This design comes from an exercise in tuning for small area on the open sky130 flow, not from production work. In this exercise RTL edits were held to simulation tests only and were not proved equivalent to the original. No activity file was given, so power comes from the tool's default toggle rates.

===== design/flow/run.sh =====
#!/bin/bash
# synth_recipe.tcl (not shown) runs the flow's synth.tcl, then flattens the netlist and writes it again
# the make line also repeats each setting of config.mk as NAME=value (left out here)
make -C /OpenROAD-flow-scripts/flow DESIGN_CONFIG=/design/flow/config.mk WORK_HOME=/design/flow/orfs CLKGATE_MAP_FILE= SYNTH_SCRIPT=/design/flow/synth_recipe.tcl finish

===== design/flow/config.mk =====
export PLATFORM = sky130hd
export DESIGN_NAME = BitEpicness
export DESIGN_NICKNAME = BitEpicness
export VERILOG_FILES = /design/flow/design.v
export SDC_FILE = /design/flow/constraint.sdc
export NUM_CORES = 4
export LEC_CHECK = 0
export CAP_MARGIN = 20
export CORE_MARGIN = 2
export CORE_UTILIZATION = 40
export SLEW_MARGIN = 20

===== design/flow/constraint.sdc =====
create_clock -name core_clock -period 9.0 [get_ports {clk}]
set_input_delay 1.8000 -clock core_clock [delete_from_list [all_inputs] [get_ports {clk}]]
set_output_delay 1.8000 -clock core_clock [all_outputs]
set_load 0.01 [all_outputs]

===== design/flow/design.v =====
module BitEpicness(input clk, input Reset, input [31:0] INPUT_interupt, input [31:0] INPUT_PortData, output [31:0] OUTPUT_PortData, output OUTPUT_WritePort,
		output OUTPUT_ReadPort, output [4:0] OUTPUT_PortAddress, output [31:0] iAddress, input [15:0] iDataOut,
		output [31:0] dAddress, output [31:0] dDataIn, output dWrite, output d32bit, input [31:0] dDataOut,
		output [31:0] baseAddress, input externalStall);
	integer i;
	reg [31:0] PC;
	reg        lastLDI;                       
	reg        prevStallable, prevStall, prevExtStall;
	reg [15:7] R_Ih;
	reg [6:3]  R_Im;                          
	reg [2:0]  R_Il;
	reg [31:0] R_PC;
	reg        R_v, R_w;
	reg [15:7] E_Ih;
	reg [6:3]  E_Im;
	reg [2:0]  E_Il;
	reg [31:0] E_PC;
	reg        E_v, E_w, E_W;
	reg [3:0]  E_T;
	reg [31:0] E_opA, E_opB;                  
	reg [3:0]  E_a3;                          
	reg [4:0]  M_op;
	reg [6:3]  M_ca;
	reg [2:0]  M_cf;
	reg [31:0] M_PC, M_out, M_P;            
	reg        M_v, M_w, M_W, M_lt;
	reg [3:0]  M_T;
	reg [32*16-1:32] rf;
	reg [15:1] rf_v;
	reg [31:0] epc, cause, osTemp, mode, baseReg, imask;
	reg        epc_v, cause_v, osTemp_v, mode_v;
	reg [31:0] ibuf;
	reg [4:0]  icnt;                          
	reg [3:0]  idelay;
	reg        ienabled;
	wire [15:0] R_I = {R_Ih, R_Im, R_Il};
	wire [15:0] E_I = {E_Ih, E_Im, E_Il};
	wire [15:0] I  = iDataOut;
	wire [4:0]  fo = I[15:11];
	wire [3:0]  fA = I[15] ? I[11:8] : I[10:7];
	wire [3:0]  fB = I[15] ? I[7:4]  : I[6:3];
	wire [3:0]  fC = I[3:0];
	wire [4:0] ro = R_I[15:11];
	wire [3:0] rA = R_I[15] ? R_I[11:8] : R_I[10:7];
	wire [3:0] rB = R_I[15] ? R_I[7:4]  : R_I[6:3];
	wire [3:0] rC = R_I[3:0];
	wire J = R_w & (ro[4:1] == 4'b0000);                     
	wire r_rw = (ro[4:2] == 3'b000 & ro[0])                  
	          | (ro[4:2] == 3'b001)                          
	          | (ro[4:1] == 4'b0100 & (ro[0] | R_I[0]))      
	          | (ro[4:2] == 3'b011)                          
	          | (ro[4:3] == 2'b11 & ~ro[1]);                 
	wire [3:0] r_T = (ro[4:2] == 3'b011) ? 4'd14
	               : (ro[4:2] == 3'b000 & ro[0]) ? 4'd15
	               : rA;
	wire xv = R_v & ~exmask;                                 
	wire r_mem  = ro[4:3] == 2'b11;
	wire r_br   = ro[4:3] == 2'b10;
	wire r_move = ro == 5'b00100;
	wire r_neg  = ro == 5'b00110;
	wire r_not  = ro == 5'b00111;
	wire r_addi = ro == 5'b01100;
	wire r_ori  = ro == 5'b01101;
	wire r_alu  = ro == 5'b01110;
	wire r_sll  = ro == 5'b01111;
	wire selAB = xv & (r_mem | r_move | r_neg | r_not);      
	wire sbImm = xv & (r_addi | r_ori | r_sll);              
	wire sbB   = xv & (r_not | r_neg | r_alu | r_br);        
	wire sbZ   = xv & r_move;                                
	wire [3:0] a1 = selAB ? rB : rA;
	wire [3:0] a2 = sbB ? rB : rC;
	wire [3:0] a3 = r_br ? rC : rA;
	wire z2 = sbImm | sbZ;
	wire [4:0] eo = E_I[15:11];
	wire [2:0] ef = E_I[2:0];
	wire e_mem  = eo[4:3] == 2'b11;
	wire e_br   = eo[4:3] == 2'b10;
	wire e_move = eo == 5'b00100;
	wire e_neg  = eo == 5'b00110;
	wire e_not  = eo == 5'b00111;
	wire e_addi = eo == 5'b01100;
	wire e_ori  = eo == 5'b01101;
	wire e_alu  = eo == 5'b01110;
	wire e_sll  = eo == 5'b01111;
	wire [2:0] aop = ~E_v ? 3'b000
	               : e_alu ? ef
	               : (e_move | e_ori) ? 3'b010
	               : e_neg ? 3'b100
	               : e_not ? 3'b101
	               : e_sll ? 3'b011
	               : e_br ? 3'b111
	               : 3'b000;
	wire eJR = E_w & (eo[4:1] == 4'b0001);                   
	wire [31:0] opA = E_opA;
	wire [31:0] opB = E_opB;
	wire zA  = aop[2:1] == 2'b10;                            
	wire iB  = aop[2];                                       
	wire cin = aop[2] & (aop[1] | ~aop[0]);                  
	wire [31:0] X = zA ? 32'd0 : opA;
	wire [31:0] Y = iB ? ~opB : opB;
	reg [32:0] G, P;
	integer l, j;
	always @* begin
		G = {X & Y, cin};
		P = {X ^ Y, 1'b0};
		for (l = 0; l < 5; l = l + 1)
			for (j = (2 << l) - 1; j < 33; j = j + (2 << l)) begin
				G[j] = G[j] | (P[j] & G[j - (1 << l)]);
				P[j] = P[j] & P[j - (1 << l)];
			end
		for (l = 4; l >= 0; l = l - 1)
			for (j = 3 * (1 << l) - 1; j < 33; j = j + (2 << l)) begin
				G[j] = G[j] | (P[j] & G[j - (1 << l)]);
				P[j] = P[j] & P[j - (1 << l)];
			end
	end
	wire [31:0] sum = (X ^ Y) ^ G[31:0];
	wire eq = &(X ^ Y);                                      
	wire lt = (opA[31] ^ opB[31]) ? opA[31] : ~G[32];        
	wire [4:0]  k  = opB[4:0];
	wire [31:0] q0 = k[0] ? {opA[30:0], opA[31]}    : opA;
	wire [31:0] q1 = k[1] ? {q0[29:0], q0[31:30]}   : q0;
	wire [31:0] q2 = k[2] ? {q1[27:0], q1[31:28]}   : q1;
	wire [31:0] q3 = k[3] ? {q2[23:0], q2[31:24]}   : q2;
	wire [31:0] q4 = k[4] ? {q3[15:0], q3[31:16]}   : q3;
	wire [31:0] hm = 32'hFFFFFFFF << k;
	wire [31:0] shres = q4 & (hm ^ {32{opB[5]}});
	wire [31:0] aluout = (aop == 3'b001) ? (X & Y)
	                   : (aop == 3'b010) ? (X | Y)
	                   : (aop == 3'b011) ? shres
	                   : (aop == 3'b111) ? {31'd0, eq}
	                   : sum;
	wire m_sys  = M_op == 5'b01000;
	wire en     = M_v & m_sys;                               
	wire isBranch = M_v & (M_op[4:3] == 2'b10);
	wire [1:0] BT = {~M_op[2], M_op[1]};                     
	assign dWrite = M_w & (M_op[4:3] == 2'b11) & M_op[1];    
	assign d32bit = M_v & (M_op[4:2] == 3'b110);             
	assign dAddress = M_out;
	assign dDataIn = M_P;
	wire writeReg  = en & (M_cf == 3'b000);
	wire readPort  = en & (M_cf == 3'b011);
	wire writePort = en & (M_cf == 3'b010);
	wire intEnable = en & (M_cf == 3'b101);
	wire swi       = en & (M_cf == 3'b110);
	wire intDisable = (en & (M_cf == 3'b100)) | swi;
	wire hwint = ienabled & ibuf[icnt];
	wire interupt = hwint | swi;
	assign OUTPUT_PortAddress = {1'b0, M_ca};
	assign OUTPUT_ReadPort = readPort;
	assign OUTPUT_WritePort = writePort;
	assign OUTPUT_PortData = M_P;
	assign baseAddress = baseReg;
	wire [31:0] regOut = ((M_ca == 4'd0 & epc_v) ? epc : 32'd0)
	                   | ((M_ca == 4'd1 & cause_v) ? cause : 32'd0)
	                   | ((M_ca == 4'd2) ? baseReg : 32'd0)
	                   | ((M_ca == 4'd3) ? imask : 32'd0)
	                   | ((M_ca == 4'd4 & osTemp_v) ? osTemp : 32'd0)
	                   | ((M_ca == 4'd5 & mode_v) ? mode : 32'd0);
	wire [31:0] copData = M_cf[2] ? 32'd0 : M_cf[1] ? INPUT_PortData : regOut;
	wire [31:0] imm16 = {(M_op[2] & E_I[15]) ? 16'hFFFF : 16'h0000, E_I};
	wire m_imm = (M_op[3:2] == 2'b01 & M_op[1:0] == 2'b01) | (M_op[3:2] == 2'b10 & M_op[0]);
	wire [31:0] wbdata = M_op[4] ? dDataOut
	                   : (M_op[3:2] == 2'b00) ? M_PC + 32'd1
	                   : m_imm ? imm16
	                   : (M_op[3:2] == 2'b10) ? copData
	                   : M_out;
	wire E = M_out[0], L = M_lt;
	wire willBranch = isBranch & ((BT == 2'b00) ? E : (BT == 2'b01) ? ~E : (BT == 2'b10) ? ~(L | E) : L);
	wire stallIn  = prevStallable & ~prevStall & ((rA == fA) | (rA == fB) | (rA == fC));
	wire stallOut = externalStall & (~lastLDI | prevExtStall);
	wire stall = stallIn | stallOut;
	wire memmask = willBranch | interupt;
	wire exmask  = memmask | eJR;
	wire regmask = exmask | J | stall;
	wire [31:0] pcnext = interupt ? 32'd9
	                   : willBranch ? M_P
	                   : eJR ? E_opA
	                   : J ? {21'd0, R_I[10:0]}
	                   : PC + {31'd0, ~stall};
	assign iAddress = PC;
	wire isStallable = ~regmask & (((fo[4:3] == 2'b11) & ~fo[1]) | (fo == 5'b01000));
	wire rfwe = M_W & ~interupt;
	wire h1E = E_W & (E_T == a1), h1M = M_W & (M_T == a1);
	wire h2E = E_W & (E_T == a2), h2M = M_W & (M_T == a2);
	wire h3M = M_W & (M_T == E_a3);
	wire n1 = ~(h1E | h1M), n2 = ~(h2E | h2M | z2), n3 = ~h3M;
	wire g2 = ~z2;
	reg [31:0] nOpA, nOpB, nP;
	always @* begin
		nOpA = ({32{h1E}} & aluout) | ({32{~h1E & h1M}} & wbdata);
		nOpB = ({32{g2 & h2E}} & aluout) | ({32{g2 & ~h2E & h2M}} & wbdata)
		     | ({32{sbImm}} & {{25{R_I[6]}}, R_I[6:0]});
		nP   = {32{h3M}} & M_out;
		for (i = 1; i < 16; i = i + 1) begin
			nOpA = nOpA | ({32{n1 & rf_v[i] & (a1 == i)}} & rf[32*i +: 32]);
			nOpB = nOpB | ({32{n2 & rf_v[i] & (a2 == i)}} & rf[32*i +: 32]);
			nP   = nP   | ({32{n3 & rf_v[i] & (E_a3 == i)}} & rf[32*i +: 32]);
		end
	end
	always @(posedge clk or posedge Reset)
		if (Reset) begin
			PC <= 32'd0;
			lastLDI <= 1'b0;
			prevStallable <= 1'b0;
			prevStall <= 1'b0;
			prevExtStall <= 1'b0;
			R_Im <= 4'd0;
			R_v <= 1'b0;
			R_w <= 1'b0;
			E_Im <= 4'd0;
			E_v <= 1'b0;
			E_w <= 1'b0;
			E_W <= 1'b0;
			E_opA <= 32'd0;
			E_opB <= 32'd0;
			M_ca <= 4'd0;
			M_v <= 1'b0;
			M_w <= 1'b0;
			M_W <= 1'b0;
			M_out <= 32'd0;
			rf_v <= 15'd0;
			epc_v <= 1'b0;
			cause_v <= 1'b0;
			osTemp_v <= 1'b0;
			mode_v <= 1'b0;
			baseReg <= 32'd0;
			imask <= 32'hFFFFFFFF;
			ibuf <= 32'd0;
			icnt <= 5'd0;
			idelay <= 4'd0;
			ienabled <= 1'b0;
		end else begin
			PC <= pcnext;
			lastLDI <= (fo == 5'b00101 | fo == 5'b01001) & ~lastLDI & ~regmask;
			prevStallable <= isStallable;
			prevStall <= stall;
			prevExtStall <= externalStall;
			R_Im <= I[6:3];
			R_v <= ~regmask;
			R_w <= ~regmask & ~lastLDI;
			E_Im <= R_Im;
			E_v <= R_v & ~exmask;
			E_w <= R_w & ~exmask;
			E_W <= R_w & r_rw & (r_T != 4'd0) & ~exmask;
			E_opA <= nOpA;
			E_opB <= nOpB;
			M_ca <= E_Im;
			M_v <= E_v & ~memmask;
			M_w <= E_w & ~memmask;
			M_W <= E_W & ~memmask;
			M_out <= aluout;
			for (i = 1; i < 16; i = i + 1)
				if (rfwe & (M_T == i)) rf_v[i] <= 1'b1;
			if (interupt) epc_v <= 1'b1;
			if (interupt) cause_v <= 1'b1;
			if (writeReg & (M_ca == 4'd4)) osTemp_v <= 1'b1;
			if (writeReg & (M_ca == 4'd5)) mode_v <= 1'b1;
			if (interupt) baseReg <= 32'd256;
			else if (writeReg & (M_ca == 4'd2)) baseReg <= M_P;
			if (writeReg & (M_ca == 4'd3)) imask <= M_P;
			ibuf <= (ibuf | (INPUT_interupt & imask)) & ~({31'd0, ienabled} << icnt);
			icnt <= icnt + 5'd1;
			idelay <= {intEnable, idelay[3:1]};
			if (intDisable | hwint) ienabled <= 1'b0;
			else if (idelay[0]) ienabled <= 1'b1;
		end
	always @(posedge clk) begin
		R_Ih <= I[15:7];
		R_Il <= I[2:0];
		if (~(lastLDI | regmask) | exmask)
			R_PC <= memmask ? M_PC : exmask ? E_PC : PC;
		E_Ih <= R_Ih;
		E_Il <= R_Il;
		if (~(exmask & ~memmask))
			E_PC <= memmask ? M_PC : R_PC;
		E_T <= r_T;
		E_a3 <= a3;
		M_op <= E_I[15:11];
		M_cf <= E_I[2:0];
		if (~memmask) M_PC <= E_PC;
		M_lt <= lt;
		M_P <= nP;
		M_T <= E_T;
		for (i = 1; i < 16; i = i + 1)
			if (rfwe & (M_T == i)) rf[32*i +: 32] <= wbdata;
		if (interupt) epc <= M_PC;
		if (hwint) cause <= {27'd0, icnt};
		else if (swi) cause <= M_P;
		if (writeReg & (M_ca == 4'd4)) osTemp <= M_P;
		if (writeReg & (M_ca == 4'd5)) mode <= M_P;
	end
endmodule

==> results_tabular.tex, run 1 <==
\begin{tabular}{lr}
\hline
Metric & Value \\
\hline
\multicolumn{2}{l}{\textbf{Critical path}} \\
\quad Start-to-end type of the worst setup path & reg2reg \\
\quad Worst Reg-to-Reg Cells & 26 \\
\quad Worst path bufs/invs & 2 \\
\quad Kind of cell with the highest combined delay on the critical path & compound AO/OA/AOI/OAI gates \\
\quad Worst-path cell with the longest stage delay & sky130\_fd\_sc\_hd\_\_or2\_2 \\
\quad Worst setup EP type & flip-flop \\
\quad Startpoint of the worst register-to-register path & E\_Ih[15] \\
\quad Largest fanout on the critical path & 35 \\
\quad Worst-case register-to-register setup slack & 1.73 ns \\
\quad Slowest cell delay on critical path & 0.67 ns \\
\quad Required time worst endpoint & 9.63 ns \\
\quad Arrival time at the worst endpoint & about 7.9 ns \\
\quad Sort of element at the start of the critical path & flip-flop \\
\quad Capturing point of the worst reg2reg path & E\_opB[30] \\
\multicolumn{2}{l}{\textbf{Finish}} \\
\quad Layout fillers & approximately 12k \\
\quad Share of final-layout standard cells stronger than drive strength 1 & 0.129 \\
\quad Area of combinational cells with multiple inputs & between 0.02 and 0.025 mm\^{}2 \\
\quad Sequential Area & around 0.029 mm\^{}2 \\
\quad Area growth from synthesis to layout & 16.7\% \\
\quad Final Net Count & just over 5k \\
\multicolumn{2}{l}{\textbf{Synthesis}} \\
\quad Mean cell area of the mapped netlist & 11.6 um\^{}2 \\
\quad Cell type with the highest aggregate area in the netlist & sky130\_fd\_sc\_hd\_\_edfxtp\_1 \\
\quad Register bit count reported by yosys & approximately 1.1k \\
\quad Async set-reset flop share out of synthesis & 0.261 \\
\quad Fraction of synthesized area in multiplexers & 0.0618 \\
\quad EDFF count, synth & between 600 and 700 \\
\quad Cell area after synthesis & roughly 0.054 mm\^{}2 \\
\quad Simple-gate share of the synthesized area & 0.108 \\
\quad Adder-cell share of the synthesized area & 0.0216 \\
\quad Area fraction of the dominant cell type after synthesis & 0.376 \\
\quad Top cells by area, synth & sky130\_fd\_sc\_hd\_\_edfxtp\_1 (38\%), sky130\_fd\_sc\_hd\_\_dfrtp\_1 (11\%), sky130\_fd\_sc\_hd\_\_a221oi\_1 (4.7\%) \\
\quad Share of the synthesized netlist area taken by xor and xnor gates & 0.0256 \\
\quad Synth cell count leaders & sky130\_fd\_sc\_hd\_\_edfxtp\_1 (677), sky130\_fd\_sc\_hd\_\_nand2\_1 (379), sky130\_fd\_sc\_hd\_\_a221oi\_1 (292) \\
\quad Compound-cell area share of the yosys netlist & 0.199 \\
\quad Number of different library cells in the post-synthesis netlist & 82 \\
\quad Most frequent cell after synthesis & sky130\_fd\_sc\_hd\_\_edfxtp\_1 \\
\quad Main combinational cell family by area after synthesis & compound AO/OA/AOI/OAI gates \\
\quad Synthesized netlist cell count & between 4k and 5k \\
\quad Dominant synthesized flop cell & sky130\_fd\_sc\_hd\_\_edfxtp\_1 \\
\quad Sequential element share of the synthesized area & 0.543 \\
\quad Warning count from the yosys run & 1 \\
\multicolumn{2}{l}{\textbf{Timing}} \\
\quad Max Transition Viols Final & 0 \\
\quad Transition time of the tightest slew-check pin & 1.27 ns \\
\quad Final setup slack of the worst path & 1.73 ns \\
\quad Achievable Freq & 138 MHz \\
\quad Post-layout minimum cycle time & just over 7 ns \\
\quad Total of endpoints with negative setup slack in the final report & 0 \\
\quad Post-Route Skew & between 0.05 and 0.06 ns \\
\quad RSZ-0062 raised after global routing & no \\
\quad Number of endpoints with negative hold slack in the final report & 0 \\
\quad Accumulated negative setup slack & 0 ns \\
\quad Worst relative slew slack & 0.131 \\
\quad Crit share post-route & 0.808 \\
\multicolumn{2}{l}{\textbf{Worst hold path}} \\
\quad Hold path start & idelay[2] \\
\quad Capture endpoint of the worst hold path & idelay[1] \\
\quad Tightest Hold Check Type & reg2reg \\
\quad Cell count of the worst hold path & 0 \\
\multicolumn{2}{l}{\textbf{Flow run}} \\
\quad Max-cap violation count & 0 \\
\multicolumn{2}{l}{\textbf{Place}} \\
\quad Number of buffers added on ports & approximately 280 \\
\quad HPWL after detailed placement & 166,000 um \\
\quad Final RePlAce weighted congestion & approximately 1.0 \\
\quad Worst Setup Slack post-DPL & 1.85 ns \\
\multicolumn{2}{l}{\textbf{Global routing}} \\
\quad Global-route wire length before repair & roughly 360,000 um \\
\quad Global-route usage over all layers & 0.376 \\
\quad Maximum number of pins on one net before global-route repair & 113 \\
\quad Overflow after GRT & 0 \\
\quad Via count of the first global-routing pass & 45.6k \\
\quad Number of antenna violations at the first check in global routing & 17 \\
\multicolumn{2}{l}{\textbf{Clock network}} \\
\quad Quantity of hold-fixing buffers added after cts & 0 \\
\quad H-tree depth & 3 \\
\quad Buffer levels on the longest clock path & 3 \\
\quad CTS tree & built \\
\quad Number of clock sinks & 1,057 \\
\quad CTS-repair resized insts & 0 \\
\quad Worst skew pair latency & 0.79 ns \\
\quad Buffer type at the clock tree root & sky130\_fd\_sc\_hd\_\_clkbuf\_16 \\
\quad Number of CTS-inserted buffers & around 110 \\
\quad Post-CTS Setup Repair Bufs & 0 \\
\quad Clk slew on worst S/H paths & about 0.060 ns \\
\multicolumn{2}{l}{\textbf{Status}} \\
\quad Result of the run & no timing/DRC/antenna violations \\
\multicolumn{2}{l}{\textbf{Floorplanning}} \\
\quad Horizontal extent of the die & around 370 um \\
\quad Die area & about 0.14 mm\^{}2 \\
\quad Total core area & 0.134 mm\^{}2 \\
\quad I/O pin count & between 200 and 300 \\
\quad Die Y & between 300 and 400 um \\
\quad Rows & 134 \\
\quad Initial Utilization & 0.404 \\
\multicolumn{2}{l}{\textbf{Drt}} \\
\quad Total number of vias & 48.3k \\
\quad Wire length on met1 & roughly 94,000 um \\
\quad Antenna Nets Post-Route & 0 \\
\quad Remaining design rule violation count & 0 \\
\quad Highest metal layer used by the detailed router & met5 \\
\quad Via count normalized by instance count & around 7 \\
\quad Routed wirelength normalized by instance count & just under 40 um \\
\quad Final wirelength & approximately 270,000 um \\
\quad DR WL met2 & 108,000 um \\
\quad Initial detailed-routing violation count & between 9k and 10k \\
\quad Total iterations of the first detailed-routing run & 14 \\
\quad Wire length on met3 & 42,700 um \\
\multicolumn{2}{l}{\textbf{Pwr}} \\
\quad Power density relative to cell area & 260 mW/mm\^{}2 \\
\quad Leakage component of the power & $\sim$23 nW \\
\quad Worst IR drop on VDD & about 0.00017 V \\
\hline
\end{tabular}
[power breakdown]
| group | total (mW) | switching, mW | internal [mW] |
|---|---|---|---|
| Combinational | 4.18 | 2.51 | 1.67 |
| Clock | 5.04 | 2.08 | 2.96 |
| Sequential | 7.16 | 1.29 | 5.87 |
| Total | 16.4 | 5.88 | 10.5 |
[kinds of logic (layout without fill, tap and decap cells)]
group	after synthesis	count (layout)
XOR/XNOR	158	158
AND/OR/NAND/NOR	1145	1145
flip-flops	1057	1057
adder cells (fa/ha/maj)	84	84
other	1	14
buffers and inverters	524	778
multiplexers	258	258
AO/OA/AOI/OAI	1446	1446
[state kept, by name, indices dropped and copies added, names as in the netlist, 9 cells and up]
name,flops
M_out,32
E_opA,32
M_PC,32
imask,32
M_P,32
R_PC,32
mode,32
R_Ih,9
baseReg,32
osTemp,32
E_opB,32
rf,480
cause,32
epc,32
ibuf,32
E_PC,32
PC,32
E_Ih,9
rf_v,15
[how the worst max path moves through the flow]
stage / start / endpoint / slack, ns / depth (start not counted)
after floorplan: icnt[0] / rf[128] / 2.58 / 11
after global placement: E_Ih[15] / E_opB[30] / 1.78 / 26
after detailed placement: E_Ih[15] / E_opB[30] / 1.85 / 26
after CTS: E_Ih[15] / E_opB[30] / 1.83 / 26
after global routing: E_Ih[15] / E_opA[31] / 1.31 / 25
final: E_Ih[15] / E_opB[30] / 1.73 / 26
[cell usage in the layout (no fill, tap or decap), drive strengths merged, types with 96 or more instances in the layout]
cell type	n
a221oi	292
clkbuf	153
inv	120
dfxtp	104
nand3	96
mux2i	119
a22o	227
dfrtp	244
nand2	379
nand4	120
a22oi	282
edfxtp	677
nor2	190
buf	166
a21oi	239
xnor2	107
clkdlybuf4s50	282
o21ai	144
[layer usage]
| layer | global-route usage | up-vias |
|---|---|---|
| li1 | - | 18790 |
| met1 | 0.468 | 23606 |
| met2 | 0.532 | 4665 |
| met3 | 0.164 | 1241 |
| met4 | 0.235 | 18 |
| met5 | 0.00524 | - |
[stage by stage]
stage	cell area (um^2)	power (mW)	hold WS [ns]	util	instances
after floorplan	54100	8.77	0.329	-	4673
after global placement	59000	11.1	0.332	0.441	6481
after detailed placement	59000	11.2	0.336	0.441	6481
after CTS	63000	16.2	0.347	0.471	6694
after global routing	63100	16.8	0.358	0.471	6697
final	63100	16.4	0.345	0.472	6708
[area by class of cell]
cell class | instances | share of cell area
clock buffers | 153 | 0.0508
diodes | 13 | 0.000516
inverters | 117 | 0.00706
well taps | 1768 | 0.0351
multi-input cells | 3092 | 0.363
clock inverters | 60 | 0.0128
repair buffers | 448 | 0.0650
flip-flops and latches | 1057 | 0.465
[worst reg2reg max path: cells and delay by family (launching register included)]
family,cells,cell delay (ns)
AOI/OAI and AO/OA,14,3.24
xor gates and xnor gates,1,0.22
adders and majority gates,2,0.87
buffers and inverters,2,0.40
DFF,1,0.41
and+or+nand+nor,7,1.96
==> run 2, diff against run 1 <==
--- a/design/flow/design.v
+++ b/design/flow/design.v
@@ -7,4 +7,5 @@
 	reg        lastLDI;                       
 	reg        prevStallable, prevStall, prevExtStall;
+	reg        fz;                            
 	reg [15:7] R_Ih;
 	reg [6:3]  R_Im;                          
@@ -126,5 +127,6 @@
 	wire [31:0] hm = 32'hFFFFFFFF << k;
 	wire [31:0] shres = q4 & (hm ^ {32{opB[5]}});
-	wire [31:0] aluout = (aop == 3'b001) ? (X & Y)
+	wire [31:0] aluout = fz ? 32'd0
+	                   : (aop == 3'b001) ? (X & Y)
 	                   : (aop == 3'b010) ? (X | Y)
 	                   : (aop == 3'b011) ? shres
@@ -213,6 +215,5 @@
 			E_w <= 1'b0;
 			E_W <= 1'b0;
-			E_opA <= 32'd0;
-			E_opB <= 32'd0;
+			fz <= 1'b1;
 			M_ca <= 4'd0;
 			M_v <= 1'b0;
@@ -244,6 +245,5 @@
 			E_w <= R_w & ~exmask;
 			E_W <= R_w & r_rw & (r_T != 4'd0) & ~exmask;
-			E_opA <= nOpA;
-			E_opB <= nOpB;
+			fz <= 1'b0;
 			M_ca <= E_Im;
 			M_v <= E_v & ~memmask;
@@ -277,4 +277,6 @@
 		E_T <= r_T;
 		E_a3 <= a3;
+		E_opA <= nOpA;
+		E_opB <= nOpB;
 		M_op <= E_I[15:11];
 		M_cf <= E_I[2:0];
==> design/flow/flow/run.sh (new file) <==
#!/bin/bash
# Own layout flow: the standard flow (standard.sh: ORFS from the standard
# synthesis to the routed layout) with two changes:
#  - the input and output port buffers are the smallest buffer, buf_1;
#  - clock tree synthesis inserts no dummy loads and builds the tree from
#    clkbuf_4 cells.
# make's output goes to flow.log here; ORFS keeps each step's log in orfs/logs/.
set -euo pipefail
export BUFFER_PORTS_ARGS="-buffer_cell sky130_fd_sc_hd__buf_1"
export CTS_ARGS="-sink_clustering_enable -repair_clock_nets -dont_use_dummy_load -buf_list sky130_fd_sc_hd__clkbuf_4"
bash standard.sh finish > flow.log 2>&1
==> design/flow/standard.sh (new file) <==
#!/bin/bash
# synth_recipe.tcl (not shown) runs the flow's synth.tcl, then flattens the netlist and writes it again
# the make line also repeats each setting of config.mk as NAME=value (left out here)
make -C /OpenROAD-flow-scripts/flow DESIGN_CONFIG=/design/flow/config.mk WORK_HOME=/design/flow/orfs CLKGATE_MAP_FILE= SYNTH_SCRIPT=/design/flow/synth_recipe.tcl "${@:-finish}"
removed: design/flow/run.sh
==> run 2 against run 1 <==
Core utilization shrank 2.6 points. Area after synthesis shrank 0.40%. Routed wire length grew 5.1%. Worst setup slack gained 0.33 ns. Critical path depth is the same. Flip-flop and latch count grew 1. Count of clock-buffer cells in the layout grew 149. Highest routed layer unchanged.
==> results_tabular.tex, run 2 <==
\begin{tabular}{lr}
\hline
Metric & Value \\
\hline
\multicolumn{2}{l}{\textbf{Clock network}} \\
\quad Buffer levels on the longest clock path & 4 \\
\quad Number of clock sinks & 1,058 \\
\quad Clk slew on worst S/H paths & about 0.060 ns \\
\quad Quantity of hold-fixing buffers added after cts & 0 \\
\quad Number of CTS-inserted buffers & slightly above 300 \\
\quad CTS-repair resized insts & 0 \\
\quad Worst skew pair latency & 1.36 ns \\
\quad Buffer type at the clock tree root & sky130\_fd\_sc\_hd\_\_clkbuf\_4 \\
\quad Post-CTS Setup Repair Bufs & 0 \\
\quad CTS tree & built \\
\quad H-tree depth & 5 \\
\multicolumn{2}{l}{\textbf{Drt}} \\
\quad Final wirelength & between 200,000 and 300,000 um \\
\quad Initial detailed-routing violation count & around 9.9k \\
\quad Total iterations of the first detailed-routing run & 15 \\
\quad Total number of vias & $\sim$50k \\
\quad Routed wirelength normalized by instance count & about 40 um \\
\quad Via count normalized by instance count & between 7 and 8 \\
\quad Antenna Nets Post-Route & 0 \\
\quad Remaining design rule violation count & 0 \\
\multicolumn{2}{l}{\textbf{Global routing}} \\
\quad Via count of the first global-routing pass & roughly 48k \\
\quad Global Route met1 Usage & 0.494 \\
\quad Maximum number of pins on one net before global-route repair & between 100 and 150 \\
\quad Number of antenna violations at the first check in global routing & 21 \\
\quad Met3 GRT Util & 0.171 \\
\quad Overflow after GRT & 0 \\
\quad GR Util met2 & 0.558 \\
\quad Highest-utilization routing layer at the global route stage & met2 \\
\quad Global-route usage over all layers & 0.395 \\
\quad Global-route wire length before repair & approximately 380,000 um \\
\multicolumn{2}{l}{\textbf{Critical path}} \\
\quad Arrival time at the worst endpoint & 8.07 ns \\
\quad Start-to-end type of the worst setup path & reg2reg \\
\quad Slowest cell delay on critical path & between 0.6 and 0.7 ns \\
\quad Most used cell along the critical path & sky130\_fd\_sc\_hd\_\_o21ai\_0 \\
\quad Sort of element at the start of the critical path & flip-flop \\
\quad Worst path bufs/invs & 1 \\
\quad Kind of cell with the highest combined delay on the critical path & compound AO/OA/AOI/OAI gates \\
\quad Required time worst endpoint & about 10 ns \\
\quad Worst setup EP type & flip-flop \\
\quad Worst-path cell with the longest stage delay & sky130\_fd\_sc\_hd\_\_a221oi\_1 \\
\quad Largest fanout on the critical path & 32 \\
\multicolumn{2}{l}{\textbf{Synthesis}} \\
\quad Cell area after synthesis & around 0.054 mm\^{}2 \\
\quad Compound-cell area share of the yosys netlist & 0.205 \\
\quad Area fraction of the dominant cell type after synthesis & 0.378 \\
\quad Dominant synthesized flop cell & sky130\_fd\_sc\_hd\_\_edfxtp\_1 \\
\quad Top cells by area, synth & sky130\_fd\_sc\_hd\_\_edfxtp\_1 (38\%), sky130\_fd\_sc\_hd\_\_dfrtp\_1 (8.4\%), sky130\_fd\_sc\_hd\_\_dfxtp\_1 (6.2\%) \\
\quad Adder-cell share of the synthesized area & 0.0221 \\
\quad Warning count from the yosys run & 1 \\
\quad Simple-gate share of the synthesized area & 0.116 \\
\quad Synth cell count leaders & sky130\_fd\_sc\_hd\_\_edfxtp\_1 (677), sky130\_fd\_sc\_hd\_\_nand2\_1 (460), sky130\_fd\_sc\_hd\_\_clkbuf\_1 (294) \\
\quad Register bit count reported by yosys & 1,058 \\
\quad Most frequent cell after synthesis & sky130\_fd\_sc\_hd\_\_edfxtp\_1 \\
\quad EDFF count, synth & between 600 and 700 \\
\quad Fraction of synthesized area in multiplexers & 0.0504 \\
\quad Mean cell area of the mapped netlist & about 11 um\^{}2 \\
\quad Share of the synthesized netlist area taken by xor and xnor gates & 0.0257 \\
\quad Async set-reset flop share out of synthesis & 0.201 \\
\quad Main combinational cell family by area after synthesis & compound AO/OA/AOI/OAI gates \\
\quad Synthesized netlist cell count & 4,805 \\
\quad Number of different library cells in the post-synthesis netlist & 89 \\
\quad Cell type with the highest aggregate area in the netlist & sky130\_fd\_sc\_hd\_\_edfxtp\_1 \\
\quad Sequential element share of the synthesized area & 0.540 \\
\multicolumn{2}{l}{\textbf{Finish}} \\
\quad Share of final-layout standard cells stronger than drive strength 1 & 0.144 \\
\quad Final Net Count & roughly 5.4k \\
\quad Most common library cell in the layout ignoring fill and taps & sky130\_fd\_sc\_hd\_\_edfxtp\_1 \\
\quad Number of flip-flops under the largest register name & 480 \\
\quad Register with the most flip-flops & rf \\
\quad Final standard cell utilization of the core & 0.446 \\
\quad Fin cells & slightly below 7k \\
\quad Area growth from synthesis to layout & 10.5\% \\
\quad Leading cell types in the layout, fill and taps excluded & sky130\_fd\_sc\_hd\_\_edfxtp\_1 (677), sky130\_fd\_sc\_hd\_\_nand2\_1 (458), sky130\_fd\_sc\_hd\_\_clkbuf\_4 (302), sky130\_fd\_sc\_hd\_\_a221oi\_1 (291), sky130\_fd\_sc\_hd\_\_buf\_1 (282) \\
\multicolumn{2}{l}{\textbf{Floorplanning}} \\
\quad Rows & roughly 130 \\
\quad Horizontal extent of the die & about 370 um \\
\quad I/O pin count & around 280 \\
\quad Die Y & between 300 and 400 um \\
\quad Initial Utilization & 0.403 \\
\quad Die area & $\sim$0.14 mm\^{}2 \\
\quad Total core area & around 0.13 mm\^{}2 \\
\multicolumn{2}{l}{\textbf{Timing}} \\
\quad Crit share post-route & 0.771 \\
\quad Total of endpoints with negative setup slack in the final report & 0 \\
\quad Achievable Freq & roughly 140 MHz \\
\quad WHS & between 0.3 and 0.4 ns \\
\quad Final setup slack of the worst path & a little over 2 ns \\
\quad Max Transition Viols Final & 0 \\
\quad RSZ-0062 raised after global routing & no \\
\quad Number of endpoints with negative hold slack in the final report & 0 \\
\quad Worst relative slew slack & 0.165 \\
\quad Transition time of the tightest slew-check pin & approximately 1.3 ns \\
\quad Accumulated negative setup slack & 0 ns \\
\quad Post-Route Skew & around 0.15 ns \\
\quad Post-layout minimum cycle time & $\sim$7 ns \\
\multicolumn{2}{l}{\textbf{Flow run}} \\
\quad Max-cap violation count & 0 \\
\multicolumn{2}{l}{\textbf{Pwr}} \\
\quad Worst IR drop on VDD & 0.0000978 V \\
\quad Power density relative to cell area & between 200 and 250 mW/mm\^{}2 \\
\quad Leakage component of the power & roughly 22 nW \\
\multicolumn{2}{l}{\textbf{Status}} \\
\quad Result of the run & no timing/DRC/antenna violations \\
\multicolumn{2}{l}{\textbf{Place}} \\
\quad Final RePlAce weighted congestion & $\sim$1.0 \\
\quad Worst Setup Slack post-DPL & around 2.1 ns \\
\quad Number of buffers added on ports & between 200 and 300 \\
\quad Number of placed instances, taps included & roughly 6.6k \\
\quad HPWL after detailed placement & 181,000 um \\
\multicolumn{2}{l}{\textbf{Worst hold path}} \\
\quad Tightest Hold Check Type & reg2reg \\
\hline
\end{tabular}
run 2: kinds of logic (layout without fill, tap and decap cells):
family                     count (synthesis)  count (layout)
AOI/OAI and AO/OA                       1472            1472
xor gates and xnor gates                 157             157
adders and majority gates                 85              85
buffers and inverters                    535             886
DFF                                     1058            1058
muxes                                    212             212
other                                      1              32
and+or+nand+nor                         1285            1285
run 2: worst paths after layout:
path	start	depth (start not counted)	endpoint	slack, ns
max	E_Ih[15]	26	E_opB[28]	2.06
min reg2reg	idelay[2]	0	idelay[1]	0.35
min	idelay[2]	0	idelay[1]	0.35
max reg2reg	E_Ih[15]	26	E_opB[28]	2.06
max in group asynchronous	Reset	3	M_out[2]	6.88
min in group asynchronous	Reset	2	baseReg[9]	0.58
run 2: cell type report:
class	count	area, um^2
Antenna cell	30	75.1
Clock buffer	302	2270
Fill cell	12523	74000
Inverter	129	494
Multi-Input combinational cell	3213	23000
Sequential cell	1058	29100
Tap cell	1768	2210
Timing Repair Buffer	455	2390
run 2: worst reg2reg max path: stages (launching register included):
cell                       delay (ns)
sky130_fd_sc_hd__dfxtp_1         0.39
sky130_fd_sc_hd__or3b_2          0.49
sky130_fd_sc_hd__a21oi_1         0.37
sky130_fd_sc_hd__and2_1          0.46
sky130_fd_sc_hd__nand2_1         0.10
sky130_fd_sc_hd__buf_4           0.28
sky130_fd_sc_hd__and2_1          0.24
sky130_fd_sc_hd__ha_1            0.30
sky130_fd_sc_hd__nor2b_1         0.13
sky130_fd_sc_hd__o21ai_0         0.09
sky130_fd_sc_hd__a21boi_0        0.22
sky130_fd_sc_hd__o21a_1          0.18
sky130_fd_sc_hd__o21a_1          0.12
sky130_fd_sc_hd__o21a_1          0.14
sky130_fd_sc_hd__o21ai_0         0.11
sky130_fd_sc_hd__a21oi_1         0.26
sky130_fd_sc_hd__o211ai_1        0.15
sky130_fd_sc_hd__a21boi_0        0.36
sky130_fd_sc_hd__nor2_1          0.13
sky130_fd_sc_hd__fa_1            0.45
sky130_fd_sc_hd__xor2_1          0.16
sky130_fd_sc_hd__o21ai_0         0.08
sky130_fd_sc_hd__o21ai_0         0.33
sky130_fd_sc_hd__o21ai_0         0.26
sky130_fd_sc_hd__a221oi_1        0.63
sky130_fd_sc_hd__nand4_1         0.14
sky130_fd_sc_hd__nand4b_1        0.21
run 2: per-stage QoR:
step	power [mW]	cell area (um^2)
6_report	13.8	59500
5_1_grt	14.3	59500
4_1_cts	13.6	59400
3_5_place_dp	10.3	57100
3_3_place_gp	10.3	57100
2_1_floorplan	8.34	53800
run 2: where the power goes:
group / internal [mW] / switching (mW) / leakage, nW / total (mW)
Combinational: 1.21 / 2.31 / 9.80 / 3.52
Clock: 1.52 / 1.91 / 1.39 / 3.43
Sequential: 5.77 / 1.13 / 10.4 / 6.90
Total: 8.50 / 5.35 / 21.5 / 13.8
run 2: routing by layer:
metal | up-vias | share of wire
met5 | - | 0.00018
met4 | 10 | 0.076
met3 | 1336 | 0.15
met2 | 5161 | 0.41
met1 | 24780 | 0.36
li1 | 19576 | -
==> run 3, diff against run 2 <==
--- a/design/flow/design.v
+++ b/design/flow/design.v
@@ -127,10 +127,15 @@
 	wire [31:0] hm = 32'hFFFFFFFF << k;
 	wire [31:0] shres = q4 & (hm ^ {32{opB[5]}});
-	wire [31:0] aluout = fz ? 32'd0
-	                   : (aop == 3'b001) ? (X & Y)
-	                   : (aop == 3'b010) ? (X | Y)
-	                   : (aop == 3'b011) ? shres
-	                   : (aop == 3'b111) ? {31'd0, eq}
-	                   : sum;
+	wire a_and = ~fz & (aop == 3'b001);
+	wire a_or  = ~fz & (aop == 3'b010);
+	wire a_sh  = ~fz & (aop == 3'b011);
+	wire a_eq  = ~fz & (aop == 3'b111);
+	wire a_sum = ~fz & ~(a_and | a_or | a_sh | a_eq);
+	wire [31:0] Gx = X & Y, Px = X ^ Y;                      
+	wire [31:0] aluout = ({32{a_and | a_or}} & Gx)
+	                   | ({32{a_or}} & Px)
+	                   | ({32{a_sh}} & shres)
+	                   | {31'd0, a_eq & eq}
+	                   | ({32{a_sum}} & sum);
 	wire m_sys  = M_op == 5'b01000;
 	wire en     = M_v & m_sys;                               
@@ -154,18 +159,23 @@
 	assign OUTPUT_PortData = M_P;
 	assign baseAddress = baseReg;
-	wire [31:0] regOut = ((M_ca == 4'd0 & epc_v) ? epc : 32'd0)
-	                   | ((M_ca == 4'd1 & cause_v) ? cause : 32'd0)
-	                   | ((M_ca == 4'd2) ? baseReg : 32'd0)
-	                   | ((M_ca == 4'd3) ? imask : 32'd0)
-	                   | ((M_ca == 4'd4 & osTemp_v) ? osTemp : 32'd0)
-	                   | ((M_ca == 4'd5 & mode_v) ? mode : 32'd0);
-	wire [31:0] copData = M_cf[2] ? 32'd0 : M_cf[1] ? INPUT_PortData : regOut;
 	wire [31:0] imm16 = {(M_op[2] & E_I[15]) ? 16'hFFFF : 16'h0000, E_I};
-	wire m_imm = (M_op[3:2] == 2'b01 & M_op[1:0] == 2'b01) | (M_op[3:2] == 2'b10 & M_op[0]);
-	wire [31:0] wbdata = M_op[4] ? dDataOut
-	                   : (M_op[3:2] == 2'b00) ? M_PC + 32'd1
-	                   : m_imm ? imm16
-	                   : (M_op[3:2] == 2'b10) ? copData
-	                   : M_out;
+	wire w_ld   = M_op[4];
+	wire w_link = ~M_op[4] & (M_op[3:2] == 2'b00);
+	wire w_imm  = ~M_op[4] & ((M_op[3:2] == 2'b01 & M_op[1:0] == 2'b01) | (M_op[3:2] == 2'b10 & M_op[0]));
+	wire w_sys  = ~M_op[4] & (M_op[3:2] == 2'b10) & ~M_op[0];
+	wire w_out  = ~M_op[4] & ((M_op[3:2] == 2'b11) | (M_op[3:2] == 2'b01 & M_op[1:0] != 2'b01));
+	wire w_port = w_sys & (M_cf[2:1] == 2'b01);
+	wire w_reg  = w_sys & (M_cf[2:1] == 2'b00);
+	wire [31:0] wbdata = ({32{w_ld}} & dDataOut)
+	                   | ({32{w_link}} & (M_PC + 32'd1))
+	                   | ({32{w_imm}} & imm16)
+	                   | ({32{w_out}} & M_out)
+	                   | ({32{w_port}} & INPUT_PortData)
+	                   | ({32{w_reg & (M_ca == 4'd0) & epc_v}} & epc)
+	                   | ({32{w_reg & (M_ca == 4'd1) & cause_v}} & cause)
+	                   | ({32{w_reg & (M_ca == 4'd2)}} & baseReg)
+	                   | ({32{w_reg & (M_ca == 4'd3)}} & imask)
+	                   | ({32{w_reg & (M_ca == 4'd4) & osTemp_v}} & osTemp)
+	                   | ({32{w_reg & (M_ca == 4'd5) & mode_v}} & mode);
 	wire E = M_out[0], L = M_lt;
 	wire willBranch = isBranch & ((BT == 2'b00) ? E : (BT == 2'b01) ? ~E : (BT == 2'b10) ? ~(L | E) : L);
@@ -176,9 +186,14 @@
 	wire exmask  = memmask | eJR;
 	wire regmask = exmask | J | stall;
-	wire [31:0] pcnext = interupt ? 32'd9
-	                   : willBranch ? M_P
-	                   : eJR ? E_opA
-	                   : J ? {21'd0, R_I[10:0]}
-	                   : PC + {31'd0, ~stall};
+	wire p_br  = ~interupt & willBranch;
+	wire p_jr  = ~interupt & ~willBranch & eJR;
+	wire p_j   = ~interupt & ~willBranch & ~eJR & J;
+	wire p_seq = ~interupt & ~willBranch & ~eJR & ~J;
+	wire [31:0] pcnext = {28'd0, interupt, 2'b00, interupt}
+	                   | ({32{p_br}} & M_P)
+	                   | ({32{p_jr}} & E_opA)
+	                   | ({32{p_j}} & {21'd0, R_I[10:0]})
+	                   | ({32{p_seq}} & (PC + {31'd0, ~stall}));
+	wire [31:0] pcHold = memmask ? M_PC : E_PC;
 	assign iAddress = PC;
 	wire isStallable = ~regmask & (((fo[4:3] == 2'b11) & ~fo[1]) | (fo == 5'b01000));
@@ -270,9 +285,8 @@
 		R_Il <= I[2:0];
 		if (~(lastLDI | regmask) | exmask)
-			R_PC <= memmask ? M_PC : exmask ? E_PC : PC;
+			R_PC <= exmask ? pcHold : PC;
 		E_Ih <= R_Ih;
 		E_Il <= R_Il;
-		if (~(exmask & ~memmask))
-			E_PC <= memmask ? M_PC : R_PC;
+		E_PC <= exmask ? pcHold : R_PC;
 		E_T <= r_T;
 		E_a3 <= a3;
==> design/flow/flow/run.sh (replaced) <==
#!/bin/bash
# Own layout flow: the standard flow (standard.sh: ORFS from the standard
# synthesis to the routed layout) with two changes:
#  - the input and output port buffers are the smallest buffer, buf_1;
#  - clock tree synthesis inserts no dummy loads and builds the tree from
#    clkbuf_8 cells, with clusters of at most 14 sinks within 60 um.
# make's output goes to flow.log here; ORFS keeps each step's log in orfs/logs/.
set -euo pipefail
export BUFFER_PORTS_ARGS="-buffer_cell sky130_fd_sc_hd__buf_1"
export CTS_ARGS="-sink_clustering_enable -repair_clock_nets -dont_use_dummy_load -buf_list sky130_fd_sc_hd__clkbuf_8 -sink_clustering_size 14 -sink_clustering_max_diameter 60"
bash standard.sh finish > flow.log 2>&1
==> run 3 against run 2 <==
Non-clock buffer count fell by 13. Still clean. Global-route usage fell by 0.34 points. Largest cell class unchanged. Worst hold slack improved by 0.0030 ns. Count of clock-buffer cells in the layout fell by 202. First-iteration DRC count rose by 5.6%. Critical endpoint is now E_opB[31]. Combinational power fell by 4%.
==> results_tabular.tex, run 3 <==
\begin{tabular}{lr}
\hline
Metric & Value \\
\hline
\multicolumn{2}{l}{\textbf{Finish}} \\
\quad Most common library cell in the layout ignoring fill and taps & sky130\_fd\_sc\_hd\_\_edfxtp\_1 \\
\quad Area growth from synthesis to layout & 9.05\% \\
\quad Share of final-layout standard cells stronger than drive strength 1 & 0.115 \\
\quad Layout fillers & approximately 12k \\
\quad Final Net Count & 4,873 \\
\quad Register with the most flip-flops & rf \\
\quad Number of flip-flops under the largest register name & between 400 and 500 \\
\quad Leading cell types in the layout, fill and taps excluded & sky130\_fd\_sc\_hd\_\_edfxtp\_1 (613), sky130\_fd\_sc\_hd\_\_nand2\_1 (386), sky130\_fd\_sc\_hd\_\_buf\_1 (282), sky130\_fd\_sc\_hd\_\_a22oi\_1 (269) \\
\multicolumn{2}{l}{\textbf{Synthesis}} \\
\quad Cell area after synthesis & 0.0521 mm\^{}2 \\
\quad Dominant synthesized flop cell & sky130\_fd\_sc\_hd\_\_edfxtp\_1 \\
\quad EDFF count, synth & roughly 610 \\
\quad Register bit count reported by yosys & 1,058 \\
\quad Mean cell area of the mapped netlist & approximately 11 um\^{}2 \\
\quad Async set-reset flop share out of synthesis & 0.201 \\
\quad Most frequent cell after synthesis & sky130\_fd\_sc\_hd\_\_edfxtp\_1 \\
\quad Area fraction of the dominant cell type after synthesis & 0.353 \\
\quad Warning count from the yosys run & 1 \\
\quad Synth cell count leaders & sky130\_fd\_sc\_hd\_\_edfxtp\_1 (613), sky130\_fd\_sc\_hd\_\_nand2\_1 (387), sky130\_fd\_sc\_hd\_\_clkbuf\_1 (278) \\
\quad Sequential element share of the synthesized area & 0.546 \\
\quad Cell type with the highest aggregate area in the netlist & sky130\_fd\_sc\_hd\_\_edfxtp\_1 \\
\quad Top cells by area, synth & sky130\_fd\_sc\_hd\_\_edfxtp\_1 (35\%), sky130\_fd\_sc\_hd\_\_dfxtp\_1 (8.9\%), sky130\_fd\_sc\_hd\_\_dfrtp\_1 (8.6\%) \\
\quad Number of different library cells in the post-synthesis netlist & between 80 and 90 \\
\quad Synthesized netlist cell count & $\sim$4.5k \\
\multicolumn{2}{l}{\textbf{Drt}} \\
\quad Final wirelength & $\sim$270,000 um \\
\quad Wire length on met3 & 42,700 um \\
\quad Routed wirelength normalized by instance count & just over 40 um \\
\quad DR WL met2 & around 110,000 um \\
\quad Total iterations of the first detailed-routing run & 12 \\
\quad Via count normalized by instance count & $\sim$7.4 \\
\quad Antenna Nets Post-Route & 0 \\
\quad Highest metal layer used by the detailed router & met5 \\
\quad Remaining design rule violation count & 0 \\
\quad Total number of vias & 47.8k \\
\quad Initial detailed-routing violation count & between 10k and 15k \\
\quad Wire length on met1 & roughly 95,000 um \\
\multicolumn{2}{l}{\textbf{Clock network}} \\
\quad Clk slew on worst S/H paths & about 0.090 ns \\
\quad Quantity of hold-fixing buffers added after cts & 0 \\
\quad CTS-repair resized insts & 0 \\
\quad CTS tree & built \\
\quad Buffer levels on the longest clock path & 3 \\
\quad Buffer type at the clock tree root & sky130\_fd\_sc\_hd\_\_clkbuf\_8 \\
\quad Worst skew pair latency & 0.86 ns \\
\quad Post-CTS Setup Repair Bufs & 0 \\
\quad H-tree depth & 3 \\
\quad Number of CTS-inserted buffers & 100 \\
\quad Number of clock sinks & between 1k and 1.5k \\
\multicolumn{2}{l}{\textbf{Pwr}} \\
\quad Sequential Power Share & 0.528 \\
\quad Worst IR drop on VDD & 0.000105 V \\
\quad Leakage component of the power & about 20 nW \\
\quad Proportion of power drawn by the clock network & 0.206 \\
\quad Switching Share & 0.386 \\
\quad Internal power of the cells & between 7 and 8 mW \\
\quad Power density relative to cell area & between 200 and 250 mW/mm\^{}2 \\
\quad Net Switching & roughly 5 mW \\
\quad Relative contribution of combinational cells to total power & 0.266 \\
\multicolumn{2}{l}{\textbf{Worst hold path}} \\
\quad Tightest Hold Check Type & reg2reg \\
\quad Cell count of the worst hold path & 0 \\
\multicolumn{2}{l}{\textbf{Status}} \\
\quad Result of the run & no timing/DRC/antenna violations \\
\multicolumn{2}{l}{\textbf{Timing}} \\
\quad Max Transition Viols Final & 0 \\
\quad Transition time of the tightest slew-check pin & around 1.2 ns \\
\quad Post-Route Skew & approximately 0.12 ns \\
\quad Achievable Freq & about 140 MHz \\
\quad Number of endpoints with negative hold slack in the final report & 0 \\
\quad Worst relative slew slack & 0.185 \\
\quad Total of endpoints with negative setup slack in the final report & 0 \\
\quad Accumulated negative setup slack & 0 ns \\
\quad WHS & 0.354 ns \\
\quad Post-layout minimum cycle time & between 6 and 7 ns \\
\quad Crit share post-route & 0.774 \\
\quad RSZ-0062 raised after global routing & no \\
\multicolumn{2}{l}{\textbf{Flow run}} \\
\quad Max-cap violation count & 0 \\
\multicolumn{2}{l}{\textbf{Critical path}} \\
\quad Worst Reg-to-Reg Cells & 24 \\
\quad Critical path destination & E\_opB[31] \\
\quad Sort of element at the start of the critical path & flip-flop \\
\quad Most used cell along the critical path & sky130\_fd\_sc\_hd\_\_o21ai\_0 \\
\quad Worst-case register-to-register setup slack & just over 2 ns \\
\quad Worst path bufs/invs & 2 \\
\quad Worst setup EP type & flip-flop \\
\quad Kind of cell with the highest combined delay on the critical path & compound AO/OA/AOI/OAI gates \\
\quad Levels on crit path & 24 \\
\quad Start-to-end type of the worst setup path & reg2reg \\
\quad Slowest cell delay on critical path & 0.50 ns \\
\quad Required time worst endpoint & $\sim$9.6 ns \\
\quad Startpoint of the worst register-to-register path & E\_Ih[15] \\
\quad Arrival time at the worst endpoint & around 7.6 ns \\
\quad Chain of cells forming the critical path & or3b\_2, a21oi\_1, nand3\_1, buf\_4, and2\_1, ha\_1, nor2b\_1, o21ai\_0, a21boi\_0, o21a\_1, o21a\_1, o21ai\_0, a21boi\_0, o21a\_1, o21ai\_0, inv\_1, a21oi\_1, o21ai\_0, fa\_1, a222oi\_1, nand2\_1, a221oi\_1, nand4\_1, or3\_1 \\
\quad Beginning of the critical path & E\_Ih[15] \\
\quad Largest fanout on the critical path & 24 \\
\quad Capturing point of the worst reg2reg path & E\_opB[31] \\
\quad Worst-path cell with the longest stage delay & sky130\_fd\_sc\_hd\_\_fa\_1 \\
\multicolumn{2}{l}{\textbf{Floorplanning}} \\
\quad I/O pin count & 284 \\
\quad Total core area & 0.129 mm\^{}2 \\
\quad Initial Utilization & 0.403 \\
\quad Horizontal extent of the die & approximately 360 um \\
\quad Die Y & 365 um \\
\quad Rows & between 100 and 150 \\
\quad Die area & about 0.13 mm\^{}2 \\
\multicolumn{2}{l}{\textbf{Global routing}} \\
\quad Number of antenna violations at the first check in global routing & 30 \\
\quad Overflow after GRT & 0 \\
\quad Global-route usage over all layers & 0.392 \\
\quad Via count of the first global-routing pass & around 44k \\
\quad Global-route wire length before repair & approximately 360,000 um \\
\quad Maximum number of pins on one net before global-route repair & roughly 110 \\
\multicolumn{2}{l}{\textbf{Place}} \\
\quad Number of buffers added on ports & around 280 \\
\quad Final RePlAce weighted congestion & around 1.0 \\
\quad HPWL after detailed placement & between 150,000 and 200,000 um \\
\hline
\end{tabular}
==> run 3: changes by cell type in the layout (fill, tap and decap cells not counted), moves of 67 or more <==
cell and delta:
sky130_fd_sc_hd__o21a_1 +67, sky130_fd_sc_hd__o21ai_0 -102, sky130_fd_sc_hd__a22oi_1 +85, sky130_fd_sc_hd__clkbuf_8 +100, sky130_fd_sc_hd__nand2_1 -72, sky130_fd_sc_hd__clkbuf_4 -302
sky130_fd_sc_hd__nor2_1 -70
==> run 3: worst min path at each step <==
stage | start | endpoint | slack (ns)
detailed placement | idelay[1] | idelay[0] | 0.33
CTS | idelay[1] | idelay[0] | 0.35
finish | idelay[1] | idelay[0] | 0.35
global placement | idelay[1] | idelay[0] | 0.33
global route | idelay[3] | idelay[2] | 0.36
floorplan | R_Ih[14] | E_Ih[14] | 0.33
==> run 3: stage by stage <==
stage | std cells | setup WS, ns | utilization | power, mW | area [um^2]
final | 6454 | 2.03 | 0.439 | 12.7 | 56800
after global routing | 6448 | 1.50 | 0.439 | 13.0 | 56800
after CTS | 6443 | 2.10 | 0.439 | 12.4 | 56700
after detailed placement | 6343 | 2.25 | 0.428 | 9.90 | 55400
after global placement | 6338 | 2.34 | 0.428 | 9.88 | 55300
after floorplan | 4536 | 1.43 | - | 8.07 | 52100
==> run 3: area by class of cell <==
cell class | count | area [um^2] | share of cell area
Sequential cell | 1058 | 28400 | 0.500
Multi-Input combinational cell | 3020 | 22200 | 0.390
Timing Repair Buffer | 442 | 2320 | 0.0408
Tap cell | 1742 | 2180 | 0.0384
Clock buffer | 100 | 1380 | 0.0242
Inverter | 83 | 320 | 0.00564
Antenna cell | 9 | 22.5 | 0.000396
==> run 3: cell families (layout without fill, tap and decap cells) <==
group / Yosys count / after routing / share of synthesized area
AOI/OAI and AO/OA: 1441 / 1441 / 0.214
xor gates and xnor gates: 125 / 125 / 0.0210
adders and majority gates: 53 / 53 / 0.0152
buffers and inverters: 458 / 625 / 0.0374
DFF: 1058 / 1058 / 0.546
muxes: 209 / 209 / 0.0497
other: 1 / 11 / 0.0000720
and+or+nand+nor: 1190 / 1190 / 0.118
==> run 3: worst register-to-register path: cells and delay by family, from the launching register on <==
family	cells	cell delay (ns)
AOI/OAI and AO/OA	13	3.13
and+or+nand+nor	7	1.87
adders and majority gates	2	0.83
buffers and inverters	2	0.53
DFF	1	0.40
==> run 3: power by group through the flow <==
stage | combinational, mW | sequential (mW) | clock (mW)
after floorplan | 1.92 | 6.16 | 0
after global placement | 3.15 | 6.73 | 0
after detailed placement | 3.17 | 6.73 | 0
after CTS | 3.18 | 6.62 | 2.61
after global routing | 3.48 | 6.69 | 2.80
final | 3.37 | 6.71 | 2.62
==> run 3: per-layer routing <==
layer,global-route usage,vias up
li1,-,18252
met1,0.483,23380
met2,0.544,4753
met3,0.176,1409
met4,0.268,23
met5,0.0272,-
==> run 4, diff against run 3 <==
==> design/flow/flow/run.sh (replaced) <==
#!/bin/bash
# Own layout flow: the standard flow (standard.sh: ORFS from synthesis to
# the routed layout) with these changes:
#  - synthesis is the standard synthesis script with ABC's mapping script
#    replaced by the area-oriented flow/abc.script (see flow/synth.tcl); the
#    registers are mapped before ABC, so they are the standard ones;
#  - the input and output port buffers are the smallest buffer, buf_1;
#  - clock tree synthesis inserts no dummy loads and builds the tree from
#    clkbuf_8 cells, with clusters of at most 14 sinks within 60 um.
# make's output goes to flow.log here; ORFS keeps each step's log in orfs/logs/.
set -euo pipefail
here=$(pwd)
export BUFFER_PORTS_ARGS="-buffer_cell sky130_fd_sc_hd__buf_1"
export CTS_ARGS="-sink_clustering_enable -repair_clock_nets -dont_use_dummy_load -buf_list sky130_fd_sc_hd__clkbuf_8 -sink_clustering_size 14 -sink_clustering_max_diameter 60"
sed -E "s#SYNTH_SCRIPT=[^ ]+#SYNTH_SCRIPT=$here/flow/synth.tcl#" standard.sh > own_standard.sh
grep -q "SYNTH_SCRIPT=$here/flow/synth.tcl" own_standard.sh
bash own_standard.sh finish > flow.log 2>&1
==> design/flow/flow/abc.script (new file) <==
&get -n
&st
&syn2
&dch -f
&nf -R 1000 -p
&st
&dch -f
&nf -R 1000 -p
&put
==> design/flow/flow/synth.tcl (new file) <==
# The standard synthesis (synth_recipe.tcl) with one change: ABC maps with
# the area-oriented script abc.script beside this file instead of ORFS's
# abc_speed.script. Registers are mapped before ABC runs, so they are the
# standard synthesis's registers.
proc synth {args} { yosys synth -nofsm -noshare {*}$args }
set ::area_abc_script [file join [file dirname [file normalize [info script]]] abc.script]
proc abc {args} {
  set i [lsearch -exact $args -script]
  if { $i >= 0 } { lset args [expr {$i + 1}] $::area_abc_script }
  yosys abc {*}$args
}
source $::env(SCRIPTS_DIR)/synth.tcl
# left out here: clear keep_hierarchy, flatten, clean up, hide names made inside functions, write 1_2_yosys.v
==> run 4 against run 3 <==
Still clean. Via count shrank 7.4%. Global-route usage fell by 2.5 points. Core utilization increased by 1.1 points. Sequential power is 2% lower. Routed wire length is 13% lower. Worst setup slack worse by 1.1 ns. Power down 4.1%. Die area down 7.0%. Clock power hardly changed. Non-clock buffer count is 28 lower. Combinational power shrank 11%. Critical endpoint unchanged. Highest routed layer unchanged.
==> results_tabular.tex, run 4 <==
\begin{tabular}{lr}
\hline
Metric & Value \\
\hline
\multicolumn{2}{l}{\textbf{Synthesis}} \\
\quad Top cells by area, synth & sky130\_fd\_sc\_hd\_\_edfxtp\_1 (38\%), sky130\_fd\_sc\_hd\_\_dfxtp\_1 (9.6\%), sky130\_fd\_sc\_hd\_\_dfrtp\_1 (9.3\%) \\
\quad Register bit count reported by yosys & 1,058 \\
\quad Cell type with the highest aggregate area in the netlist & sky130\_fd\_sc\_hd\_\_edfxtp\_1 \\
\quad Area fraction of the dominant cell type after synthesis & 0.380 \\
\quad Warning count from the yosys run & 1 \\
\quad Mean cell area of the mapped netlist & 12.1 um\^{}2 \\
\quad Number of different library cells in the post-synthesis netlist & 57 \\
\quad EDFF count, synth & a little over 600 \\
\quad Synthesized netlist cell count & 3,999 \\
\quad Most frequent cell after synthesis & sky130\_fd\_sc\_hd\_\_edfxtp\_1 \\
\quad Async set-reset flop share out of synthesis & 0.201 \\
\quad Synth cell count leaders & sky130\_fd\_sc\_hd\_\_edfxtp\_1 (613), sky130\_fd\_sc\_hd\_\_a22oi\_1 (365), sky130\_fd\_sc\_hd\_\_nand2\_1 (351) \\
\quad Cell area after synthesis & 0.0484 mm\^{}2 \\
\quad Dominant synthesized flop cell & sky130\_fd\_sc\_hd\_\_edfxtp\_1 \\
\quad Sequential element share of the synthesized area & 0.587 \\
\multicolumn{2}{l}{\textbf{Timing}} \\
\quad Accumulated negative setup slack & 0 ns \\
\quad Post-Route Skew & around 0.085 ns \\
\quad Number of endpoints with negative hold slack in the final report & 0 \\
\quad Total of endpoints with negative setup slack in the final report & 0 \\
\quad Final setup slack of the worst path & 0.955 ns \\
\quad Max Transition Viols Final & 0 \\
\quad RSZ-0062 raised after global routing & no \\
\quad Worst relative slew slack & 0.115 \\
\quad Post-layout minimum cycle time & between 8 and 9 ns \\
\quad Crit share post-route & 0.894 \\
\quad Transition time of the tightest slew-check pin & around 1.3 ns \\
\quad WHS & approximately 0.36 ns \\
\quad Achievable Freq & between 100 and 150 MHz \\
\multicolumn{2}{l}{\textbf{Critical path}} \\
\quad Worst-path cell with the longest stage delay & sky130\_fd\_sc\_hd\_\_fa\_1 \\
\quad Start-to-end type of the worst setup path & reg2reg \\
\quad Required time worst endpoint & 9.70 ns \\
\quad Arrival time at the worst endpoint & approximately 9 ns \\
\quad Worst setup EP type & flip-flop \\
\quad Sort of element at the start of the critical path & flip-flop \\
\quad Worst-case register-to-register setup slack & approximately 0.96 ns \\
\quad Slowest cell delay on critical path & roughly 0.5 ns \\
\quad Largest fanout on the critical path & 30 \\
\multicolumn{2}{l}{\textbf{Pwr}} \\
\quad Leakage component of the power & between 15 and 20 nW \\
\quad Proportion of power drawn by the clock network & 0.215 \\
\quad Power density relative to cell area & about 230 mW/mm\^{}2 \\
\quad Relative contribution of combinational cells to total power & 0.247 \\
\quad Internal power of the cells & between 7 and 8 mW \\
\quad Worst IR drop on VDD & 0.000107 V \\
\quad Sequential Power Share & 0.538 \\
\quad Switching Share & 0.370 \\
\quad Net Switching & approximately 4.5 mW \\
\multicolumn{2}{l}{\textbf{Drt}} \\
\quad Antenna Nets Post-Route & 0 \\
\quad Final wirelength & roughly 230,000 um \\
\quad Via count normalized by instance count & $\sim$7.3 \\
\quad Total iterations of the first detailed-routing run & 17 \\
\quad Total number of vias & approximately 44k \\
\quad Initial detailed-routing violation count & approximately 9.7k \\
\quad Remaining design rule violation count & 0 \\
\quad Routed wirelength normalized by instance count & between 30 and 40 um \\
\multicolumn{2}{l}{\textbf{Floorplanning}} \\
\quad I/O pin count & 284 \\
\quad Die area & approximately 0.12 mm\^{}2 \\
\quad Total core area & 0.120 mm\^{}2 \\
\quad Rows & roughly 130 \\
\quad Die Y & between 300 and 400 um \\
\quad Horizontal extent of the die & 352 um \\
\quad Initial Utilization & 0.403 \\
\multicolumn{2}{l}{\textbf{Clock network}} \\
\quad CTS tree & built \\
\quad Post-CTS Setup Repair Bufs & 0 \\
\quad Clk slew on worst S/H paths & roughly 0.09 ns \\
\quad Number of CTS-inserted buffers & 100 \\
\quad Buffer type at the clock tree root & sky130\_fd\_sc\_hd\_\_clkbuf\_8 \\
\quad H-tree depth & 3 \\
\quad Buffer levels on the longest clock path & 3 \\
\quad Number of clock sinks & $\sim$1.1k \\
\quad Worst skew pair latency & approximately 0.84 ns \\
\multicolumn{2}{l}{\textbf{Finish}} \\
\quad Register with the most flip-flops & rf \\
\quad Most common library cell in the layout ignoring fill and taps & sky130\_fd\_sc\_hd\_\_edfxtp\_1 \\
\quad Number of flip-flops under the largest register name & 480 \\
\quad Area growth from synthesis to layout & 11.6\% \\
\quad Final standard cell utilization of the core & 0.450 \\
\quad Fin cells & approximately 6k \\
\quad Share of final-layout standard cells stronger than drive strength 1 & 0.0737 \\
\quad Leading cell types in the layout, fill and taps excluded & sky130\_fd\_sc\_hd\_\_edfxtp\_1 (613), sky130\_fd\_sc\_hd\_\_a22oi\_1 (365), sky130\_fd\_sc\_hd\_\_nand2\_1 (350), sky130\_fd\_sc\_hd\_\_a21oi\_1 (292), sky130\_fd\_sc\_hd\_\_buf\_1 (282) \\
\quad Final Net Count & about 4.7k \\
\multicolumn{2}{l}{\textbf{Place}} \\
\quad Number of placed instances, taps included & between 5k and 6k \\
\quad Final RePlAce weighted congestion & 0.995 \\
\quad HPWL after detailed placement & around 150,000 um \\
\quad Number of buffers added on ports & 282 \\
\quad Worst Setup Slack post-DPL & between 0.5 and 0.6 ns \\
\multicolumn{2}{l}{\textbf{Global routing}} \\
\quad Overflow after GRT & 0 \\
\quad Number of antenna violations at the first check in global routing & 19 \\
\quad Maximum number of pins on one net before global-route repair & between 100 and 150 \\
\quad Via count of the first global-routing pass & slightly above 40k \\
\quad Global-route usage over all layers & 0.367 \\
\quad Global-route wire length before repair & 320,000 um \\
\multicolumn{2}{l}{\textbf{Status}} \\
\quad Result of the run & no timing/DRC/antenna violations \\
\multicolumn{2}{l}{\textbf{Worst hold path}} \\
\quad Tightest Hold Check Type & reg2reg \\
\multicolumn{2}{l}{\textbf{Flow run}} \\
\quad Max-cap violation count & 0 \\
\hline
\end{tabular}
[run 4: cell count changes in the layout (fill, tap and decap cells not counted), moves of 80 or more]
cell | before | now
sky130_fd_sc_hd__a21oi_1 | 200 | 292
sky130_fd_sc_hd__a221oi_1 | 230 | 111
sky130_fd_sc_hd__a222oi_1 | 102 | 253
sky130_fd_sc_hd__a22o_1 | 207 | 56
sky130_fd_sc_hd__a22oi_1 | 269 | 365
sky130_fd_sc_hd__clkinv_1 | 0 | 81
sky130_fd_sc_hd__inv_1 | 80 | 0
sky130_fd_sc_hd__mux2_1 | 0 | 99
sky130_fd_sc_hd__mux2_2 | 89 | 0
[run 4: kinds of logic (layout without fill, tap and decap cells)]
family / Yosys count / after routing / share of synthesized area
other: 1 / 15 / 0.0000775
XOR/XNOR: 101 / 101 / 0.0183
AND/OR/NAND/NOR: 1083 / 1083 / 0.115
buffers and inverters: 117 / 597 / 0.0117
multiplexers: 139 / 139 / 0.0313
adder cells (fa/ha/maj): 53 / 53 / 0.0163
AO/OA/AOI/OAI: 1447 / 1447 / 0.220
flip-flops: 1058 / 1058 / 0.587
[run 4: timing repair]
item,CTS,global route
resized for setup,0,4
endpoints found under the setup margin,0,6
hold buffers,0,0
[run 4: final timing paths]
check | from | end | depth (start not counted)
min in group asynchronous | Reset | idelay[2] | 2
min reg2reg | idelay[2] | idelay[1] | 0
max | E_Ih[15] | E_opB[31] | 35
max in group asynchronous | Reset | PC[20] | 3
max reg2reg | E_Ih[15] | E_opB[31] | 35
min | idelay[2] | idelay[1] | 0
[run 4: layout make-up]
class	count	area [um^2]
Antenna cell	13	32.5
Multi-Input combinational cell	2825	19700
Clock buffer	100	1380
Tap cell	1612	2020
Timing Repair Buffer	414	2120
Sequential cell	1058	28400
Inverter	83	319
Fill cell	11130	66000
[run 4: per-layer routing]
metal | share of wire | vias to the layer above | GRT usage
li1 | - | 17444 | -
met1 | 0.36 | 21452 | 0.456
met2 | 0.41 | 4226 | 0.528
met3 | 0.16 | 1152 | 0.159
met4 | 0.072 | 14 | 0.213
met5 | 0.00061 | - | 0.00314
[run 4: critical path, delay by kind of cell (launching register included)]
kind,cells,cell delay [ns]
adders and majority gates,2,0.77
buffers and inverters,3,0.67
DFF,1,0.49
and+or+nand+nor,12,1.43
AOI/OAI and AO/OA,18,4.56
[run 4: per-stage QoR]
stage / cell area [um^2] / power (mW)
2_1_floorplan: 48400 / 7.91
3_3_place_gp: 52600 / 9.43
3_5_place_dp: 52600 / 9.45
4_1_cts: 53900 / 12.0
5_1_grt: 54000 / 12.5
6_report: 54000 / 12.2
[run 4: power by group through the flow]
stage	logic, mW	registers [mW]	clock network (mW)
floorplan	1.69	6.21	0
global placement	2.83	6.60	0
detailed placement	2.85	6.60	0
CTS	2.87	6.49	2.61
global route	3.17	6.57	2.79
finish	3.01	6.55	2.61

Setup slack of run 4, layout unchanged: 0.955 ns with ideal ports, 0.955 ns with driving cells assumed (clock clkbuf_16, inputs buf_2), 0.955 ns with port delays also shifted by the 0.869 ns mid clock arrival.
